What follows belongs to an exercise in optimizing a design on an open flow for small area and a short achievable clock period; a production flow would make more cautious choices. Function was not checked in any run shown here: the RTL went through the layout flow alone. Power and IR drop assume default switching activity.

## design/flow/config.mk

```make
export PLATFORM = sky130hd
export DESIGN_NAME = lr_memories
export DESIGN_NICKNAME = lr_memories
export VERILOG_FILES = /design/flow/design.v
export SDC_FILE = /design/flow/constraint.sdc
export NUM_CORES = 4
export LEC_CHECK = 0
export CAP_MARGIN = 20
export CORE_MARGIN = 2
export CORE_UTILIZATION = 40
export PLACE_DENSITY = 0.6
export SETUP_SLACK_MARGIN = 0.3
export SLEW_MARGIN = 20
```

## design/flow/constraint.sdc

```tcl
create_clock -name core_clock -period 5.0 [get_ports {clk}]
set_input_delay 1.0000 -clock core_clock [delete_from_list [all_inputs] [get_ports {clk}]]
set_output_delay 1.0000 -clock core_clock [all_outputs]
set_load 0.01 [all_outputs]
```

## design/flow/design.v

```verilog
module memory_in(
    input [7:0] data,
    input [5:0] addr,
    input wr,
    input clk,
    output [7:0] out
);
  (* mem2reg *) reg [7:0] mem [63:0];
  reg [7:0] q;
  always @ (posedge clk)
    begin
      if (wr) begin
         mem[addr] <= data;  
      end
      q <= wr ? data : mem[addr];  
    end
  assign out = q;
endmodule
module memory_out(
    input [7:0] data,
    input [3:0] addr,
    input wr,
    input clk,
    output [7:0] out
);
  (* mem2reg *) reg [7:0] mem [15:0];
  reg [7:0] q;
  always @ (posedge clk)
    begin
      if (wr) begin
         mem[addr] <= data;  
      end
      q <= wr ? data : mem[addr];  
    end
  assign out = q;
endmodule
module memory_weight(
    input [7:0] data,
    input [3:0] addr,
    input wr,
    input clk,
    output [7:0] out
);
  (* mem2reg *) reg [7:0] mem [15:0];
  reg [7:0] q;
  always @ (posedge clk)
    begin
      if (wr) begin
         mem[addr] <= data;  
      end
      q <= wr ? data : mem[addr];  
    end
  assign out = q;
endmodule
module lr_memories(
    input        clk,
    input  [7:0] in_data,
    input  [5:0] in_addr,
    input        in_wr,
    output [7:0] in_q,
    input  [7:0] out_data,
    input  [3:0] out_addr,
    input        out_wr,
    output [7:0] out_q,
    input  [7:0] w_data,
    input  [3:0] w_addr,
    input        w_wr,
    output [7:0] w_q
);
  memory_in u_in (
    .data(in_data), .addr(in_addr), .wr(in_wr), .clk(clk), .out(in_q)
  );
  memory_out u_out (
    .data(out_data), .addr(out_addr), .wr(out_wr), .clk(clk), .out(out_q)
  );
  memory_weight u_w (
    .data(w_data), .addr(w_addr), .wr(w_wr), .clk(clk), .out(w_q)
  );
endmodule
```

## design/flow/run.sh

```bash
#!/bin/bash
# synth_recipe.tcl (not shown) runs the flow's synth.tcl, then flattens the netlist and writes it again
# the make line also repeats each setting of config.mk as NAME=value (left out here)
make -C /OpenROAD-flow-scripts/flow DESIGN_CONFIG=/design/flow/config.mk WORK_HOME=/design/flow/orfs CLKGATE_MAP_FILE= SYNTH_SCRIPT=/design/flow/synth_recipe.tcl finish
```

==> metrics.cfg, run 1 <==
[cts]
post_cts_resize_count=0
cts_buffer_depth=3
htreeDepth=3
clock-sinks=792
clk_pin_slew_ns=0.06
cts_root_buf=clkbuf_16
clock_latency_ns=0.66
cts_tree=done
cts_buffers=83
cts_setup_buffers=0
cts_hold_buf=0

[cells_and_area]
nNetsFinal=2163
num-fill-cells=6552
drive_gt1_share_pct=15.9
syn_to_final_growth_pct=17.1

[critical_path]
worstPathArrival_ns=4.31
start_kind=primary input
worstSetupEndpointType=flip-flop
slowest_stage=nor4_1
crit_fanout=25
critPathMaxStageDelay_ns=0.77
required_ns=5.48
path_common_cell=buf_4
crit_chain=clkdlybuf4s50_1 > buf_4 > buf_4 > nor4b_4 > buf_4 > a22o_1 > a221oi_1 > o21ai_0 > nor4_1 > a31oi_1
r2r_slack_ns=2.59
critPathKind=in2reg

[outcome]
status=finished clean

[timing]
relSlewSlack_pct=21.7
tightest_slew_ns=1.17
drv_slew=0
final_hold_viol_count=0
fmax_mhz=261
fin_crit_ns=3.83
timing.final.crit_share_pct=76.6
rsz0062_at_grt=false
fin_skew_ns=0.0305
finalSetupTns_ns=0
setup_viol=0

[routing]
wl_um=109000
wl_per_cell_um=33.7
drc=0
via_count=20700
viasPerCell=6.41
ant_nets=0
drt_iter0_drc=3931
drt_first_pass_iters=7

[placement]
finalWeightedCongestion=1.11
dp_hpwl_um=71300
portBuffers=65

[logic_synthesis]
synthArstFlopShare_pct=0
yosysSeqAreaShare_pct=76.3
synth-main-ff-cell=edfxtp_1
yosysMostFrequentCell=edfxtp_1
synth.top_cell.area_share_pct=74.8
netlist_top_cells_area=edfxtp_1, a22oi_1, nor2_1
synth_nets=1979
netlist_area_um2=30800
ys.warnings.count=3
syn_inst=1937
synth_cell_types=77
syn_area_per_cell_um2=15.9
synth_edf_count=768
synth_commonest_cells=edfxtp_1, nor2_1, a22oi_1
synth_largest_area_cell=edfxtp_1
synth_seq_cells=792

[floorplan]
die_area_um2=79300
rows=101
core_area_um2=76100
initial_core_util_pct=40.5
die_w_um=282
ios=66
die_h_um=282

[run]
drv_cap=0

[power_and_ir_drop]
max-vdd-ir-drop_uv=264
finalPower_mw=14.4
power_density_nw_per_um2=399
leakage_nw=11.6

[global_route]
grt_pass1_wl_um=152000
antenna_found_initial=3
grtUsageMet3_pct=8.39
grt_overflow=0
grtUsageMet1_pct=35.8
grt_pass1_vias=19700
top_usage_layer=met2
grtUsageMet2_pct=41.0
grt_start_max_net_pins=45
grt_usage_pct=27.3

[hold_path]
hp-class=reg2reg

[cell usage in the layout, fill, tap and decap left out, types with 7 or more instances in the layout]
cell type and instances:
edfxtp_1 768, nor2_1 168, buf_4 157, a22oi_1 101
nand3_1 99, clkbuf_16 84, nand2_1 72, a32oi_1 62
clkdlybuf4s50_1 52, o21ai_0 40, a21oi_1 38, nand4_1 35
mux2i_1 34, a22o_1 28, o22ai_1 27, a221oi_1 26
mux2_2 24, dfxtp_1 24, clkinv_1 22, and3_1 22
clkbuf_1 20, a31oi_1 19, nor4_1 18, nor2b_1 17
nor3_1 17, buf_2 13, a211oi_1 11, inv_1 9
a32o_1 9, o2bb2ai_1 8, nand2b_1 8, bufinv_16 8
and2_1 7, o31ai_1 7, clkinv_2 7
[layer usage]
layer / share of wire, % / wire length [um]
met3: 13 / 14500
met1: 36 / 39400
met2: 44 / 47800
met4: 6.3 / 6870
met5: 0.025 / 27
[flip-flops by register name (all words and copies together), names as in the netlist]
register / cells
u_in.mem: 512
u_in.q: 8
u_out.mem: 128
u_out.q: 8
u_w.mem: 128
u_w.q: 8
[report_power, final]
part           switching, mW  internal (mW)
Sequential            0.0375           7.37
Combinational          0.566          0.235
Clock                   2.66           3.54
Total                   3.26           11.2
[worst max-delay path: cells and delay by family]
family / cells / cell delay [ns]
and+or+nand+nor: 2 / 0.83
buffers and inverters: 4 / 1.29
AOI/OAI and AO/OA: 4 / 1.15
[final timing paths]
check / start / endpoint / cells after the start
hold reg to reg: u_w.mem[0][6] / u_w.q[6] / 2
setup / recovery: in_addr[0] / u_in.q[4] / 10
setup reg to reg: u_in.mem[58][4] / u_in.q[4] / 5
hold / removal: u_w.mem[0][6] / u_w.q[6] / 2
[logic make-up (layout without fill, tap and decap cells)]
family / after synthesis / after routing / share of synthesized area, %
DFF: 792 / 792 / 76.3
and+or+nand+nor: 520 / 520 / 8.78
AOI/OAI and AO/OA: 424 / 424 / 10.4
buffers and inverters: 138 / 391 / 2.14
muxes: 63 / 63 / 2.35
other: 0 / 1 / 0
[layout make-up]
class	instances	area, um2	area share, %
clock inverter	50	533	1.48
multi-input combinational	1007	6730	18.6
timing repair buffer	224	1800	4.98
inverter	13	48.8	0.135
sequential	792	23500	65.2
tap	1030	1290	3.57
antenna	1	2.50	0.00693
clock buffer	104	2180	6.03
[per-stage QoR]
stage | hold WS [ns] | utilization [%] | cell area [um2] | setup WS, ns | std cells
2_1_floorplan | 0.480 | - | 30800 | 1.95 | 1937
3_3_place_gp | 0.520 | 43.9 | 33400 | 0.670 | 3065
3_5_place_dp | 0.528 | 43.9 | 33400 | 0.729 | 3065
4_1_cts | 0.541 | 47.5 | 36100 | 1.43 | 3219
5_1_grt | 0.593 | 47.5 | 36100 | 1.27 | 3220
6_report | 0.535 | 47.5 | 36100 | 1.17 | 3221
==> run 2: changes to the inputs <==
--- a/design/flow/config.mk
+++ b/design/flow/config.mk
@@ -11,3 +11,3 @@
 export PLACE_DENSITY = 0.6
-export SETUP_SLACK_MARGIN = 0.3
+export SETUP_SLACK_MARGIN = 3.3
 export SLEW_MARGIN = 20
==> metrics.cfg, run 2 <==
[cells_and_area]
regMostFlops=u_in.mem  ; unchanged
nNetsFinal=2484  ; was 2163
num-fill-cells=5640  ; was 6552
final_cell_mix=edfxtp_1, buf_4, buf_6, buf_12, nor2_4  ; was edfxtp_1, nor2_1, buf_4, a22oi_1, nand3_1
final_common_cell=edfxtp_1  ; unchanged
largest_register_ffs=512  ; unchanged
drive_gt1_share_pct=42.0  ; was 15.9%
top_regs=u_in.mem (512), u_out.mem (128), u_w.mem (128)  ; unchanged
syn_to_final_growth_pct=41.5  ; was 17.1%

[logic_synthesis]
synth-main-ff-cell=edfxtp_1  ; unchanged
yosysSeqAreaShare_pct=76.3  ; unchanged
synth_commonest_cells=edfxtp_1, nor2_1, a22oi_1  ; unchanged
netlist_area_um2=30800  ; unchanged
synth.top_cell.area_share_pct=74.8  ; unchanged
syn_inst=1937  ; unchanged
yosysMostFrequentCell=edfxtp_1  ; unchanged
ys.warnings.count=3  ; unchanged
netlist_top_cells_area=edfxtp_1, a22oi_1, nor2_1  ; unchanged
synth_nets=1979  ; unchanged
synth_largest_area_cell=edfxtp_1  ; unchanged
synthArstFlopShare_pct=0  ; unchanged
synth_cell_types=77  ; unchanged
syn_area_per_cell_um2=15.9  ; unchanged
synth_seq_cells=792  ; unchanged
synth_edf_count=768  ; unchanged

[placement]
dp_hpwl_um=70200  ; was 71300 um
portBuffers=65  ; unchanged
finalWeightedCongestion=0.986  ; was 1.11

[power_and_ir_drop]
power_density_nw_per_um2=341  ; was 399 nW/um2
leakage_nw=14.6  ; was 11.6 nW
finalPower_mw=14.9  ; was 14.4 mW
max-vdd-ir-drop_uv=263  ; was 264 uV

[timing]
final_hold_viol_count=0  ; unchanged
relSlewSlack_pct=39.0  ; was 21.7%
setup_viol=0  ; unchanged
timing.final.crit_share_pct=49.4  ; was 76.6%
finalSetupTns_ns=0  ; unchanged
drv_slew=0  ; unchanged
fmax_mhz=405  ; was 261 MHz
fin_skew_ns=0.0335  ; was 0.0305 ns
fin_crit_ns=2.47  ; was 3.83 ns
rsz0062_at_grt=true  ; was false
tightest_slew_ns=0.914  ; was 1.17 ns

[floorplan]
die_w_um=282  ; unchanged
die_h_um=282  ; unchanged
rows=101  ; unchanged
core_area_um2=76100  ; unchanged
ios=66  ; unchanged
initial_core_util_pct=40.5  ; unchanged
die_area_um2=79300  ; unchanged

[critical_path]
critPathKind=in2reg  ; unchanged
crit_chain=buf_12 > buf_4 > and4b_4 > buf_8 > a22o_1 > a221oi_2 > o22ai_2 > nor4_4 > a31oi_1  ; was clkdlybuf4s50_1 > buf_4 > buf_4 > nor4b_4 > buf_4 > a22o_1 > a221oi_1 > o21ai_0 > nor4_1 > a31oi_1
critPathMaxStageDelay_ns=0.39  ; was 0.77 ns
worstPathArrival_ns=2.99  ; was 4.31 ns
slowest_stage=nor4_4  ; was nor4_1
required_ns=5.52  ; was 5.48 ns
crit_fanout=13  ; was 25
timing.critical_path.buf_inv=3  ; was 4
start_kind=primary input  ; unchanged
worstSetupEndpointType=flip-flop  ; unchanged
crit_family=compound AO/OA/AOI/OAI gates  ; was buffers and inverters

[routing]
via_count=23100  ; was 20700
drc=0  ; unchanged
drt_iter0_drc=3929  ; was 3931
wl_um=125000  ; was 109000 um
wl_per_cell_um=35.3  ; was 33.7 um
ant_nets=0  ; unchanged
drt_first_pass_iters=6  ; was 7
viasPerCell=6.51  ; was 6.41

[outcome]
status=finished clean  ; unchanged

[cts]
cts_buffers=85  ; was 83
htreeDepth=3  ; unchanged
cts_tree=done  ; unchanged
cts_buffer_depth=3  ; unchanged
clk_pin_slew_ns=0.06  ; about the same
cts_root_buf=clkbuf_16  ; unchanged
clock-sinks=792  ; unchanged
clock_latency_ns=0.65  ; was 0.66 ns

[run]
drv_cap=0  ; unchanged

[hold_path]
hp-class=reg2reg  ; unchanged

[global_route]
grt_start_max_net_pins=53  ; was 45
grt_usage_pct=30.7  ; was 27.3%
grt_overflow=0  ; unchanged
grt_pass1_wl_um=169000  ; was 152000 um
antenna_found_initial=3  ; unchanged
grt_pass1_vias=21800  ; was 19700

[run 2: path summary, 6_finish.rpt]
path                   start         to  slack [ns]  cells after the start
max reg2reg  u_in.mem[23][1]  u_in.q[1]        3.14                      5
max               in_addr[2]  u_in.q[0]        2.53                      9
min reg2reg    u_w.mem[0][6]   u_w.q[6]        0.54                      2
min            u_w.mem[0][6]   u_w.q[6]        0.54                      2
[run 2: worst register-to-register path, cell delays in order (launching register included)]
cell      delay [ns]
edfxtp_1        0.35
mux2i_1         0.45
o32ai_1         0.15
or3_4           0.42
nor4_4          0.29
a21oi_1         0.11
[run 2: layout make-up]
cell class | count | area (um2) | area share (%)
clock inverter | 39 | 393 | 0.900
antenna | 3 | 7.51 | 0.0172
sequential | 792 | 23600 | 54.0
timing repair buffer | 537 | 6790 | 15.6
inverter | 13 | 76.3 | 0.175
tap | 1030 | 1290 | 2.95
clock buffer | 114 | 2290 | 5.24
multi-input combinational | 1013 | 9240 | 21.2
[run 2: routing by layer]
layer / vias to the layer above / routed length (um) / global-route usage, % / share of wire [%]
met1: 11600 / 43500 / 39.5 / 35
met5: - / 23 / 0 / 0.018
met4: 4 / 9470 / 17.3 / 7.6
li1: 8960 / - / - / -
met3: 498 / 16400 / 8.49 / 13
met2: 2022 / 55700 / 46.9 / 45
[run 2: repair_timing]
action,CTS,global route
setup buffers,306,63
hold buffers,0,0
pin swaps,196,123
gates resized for setup,529,147
gates cloned,30,3
setup endpoints to repair,983,672
[run 2: cells by family (layout without fill, tap and decap cells)]
group / Yosys count / in the layout / synth area share, %
multiplexers: 63 / 63 / 2.35
buffers and inverters: 138 / 703 / 2.14
flip-flops: 792 / 792 / 76.3
AO/OA/AOI/OAI: 424 / 424 / 10.4
other: 0 / 3 / 0
AND/OR/NAND/NOR: 520 / 526 / 8.78
[run 2: where the power goes]
part | total (mW) | switching [mW] | internal [mW]
combinational | 1.35 | 0.785 | 0.562
clock | 6.13 | 2.65 | 3.49
sequential | 7.41 | 0.0367 | 7.38
total | 14.9 | 3.47 | 11.4
[run 2: through the flow]
step / cell area [um2] / setup WS, ns / util (%) / hold slack [ns] / std cells
6_report: 43600 / 2.53 / 57.4 / 0.540 / 3541
5_1_grt: 43600 / 2.56 / 57.4 / 0.566 / 3538
4_1_cts: 42200 / 2.60 / 55.5 / 0.535 / 3472
3_5_place_dp: 33900 / 0.670 / 44.6 / 0.526 / 2983
3_3_place_gp: 33900 / 0.674 / 44.6 / 0.527 / 2983
2_1_floorplan: 32700 / 2.32 / - / 0.477 / 1937

[port drivers added, routing unchanged]
No port has a modelled driver above. Below, the same layouts with a new extraction and two added sets of constraints. Step 1 (the two cells are an assumption about what drives the block):
set clk [get_ports {clk}]
set_driving_cell -lib_cell sky130_fd_sc_hd__clkbuf_16 $clk
set_driving_cell -lib_cell sky130_fd_sc_hd__buf_2 [delete_from_list [all_inputs] $clk]
Step 2 moves the port delays by t, midway between the first and last clock arrival at a register: inputs arrive t later, outputs are due t later. That takes back most of the time a late clock gives input paths. a / b / c = ideal ports / drivers / drivers and shift; a / b = the first two.
| run | t, ns | setup WS [ns] | worst register clock-pin slew, ns |
|---|---|---|---|
| run 1 | 0.714 | 1.169 / 1.214 / 0.500 | 0.07 / 0.07 |
| run 2 | 0.712 | 2.532 / 2.452 / 1.740 | 0.07 / 0.07 |
After both steps every run listed still meets setup and hold. For run 2, which loses most, drivers alone change the setup slack by -0.080 ns; drivers and shift together by -0.792 ns.
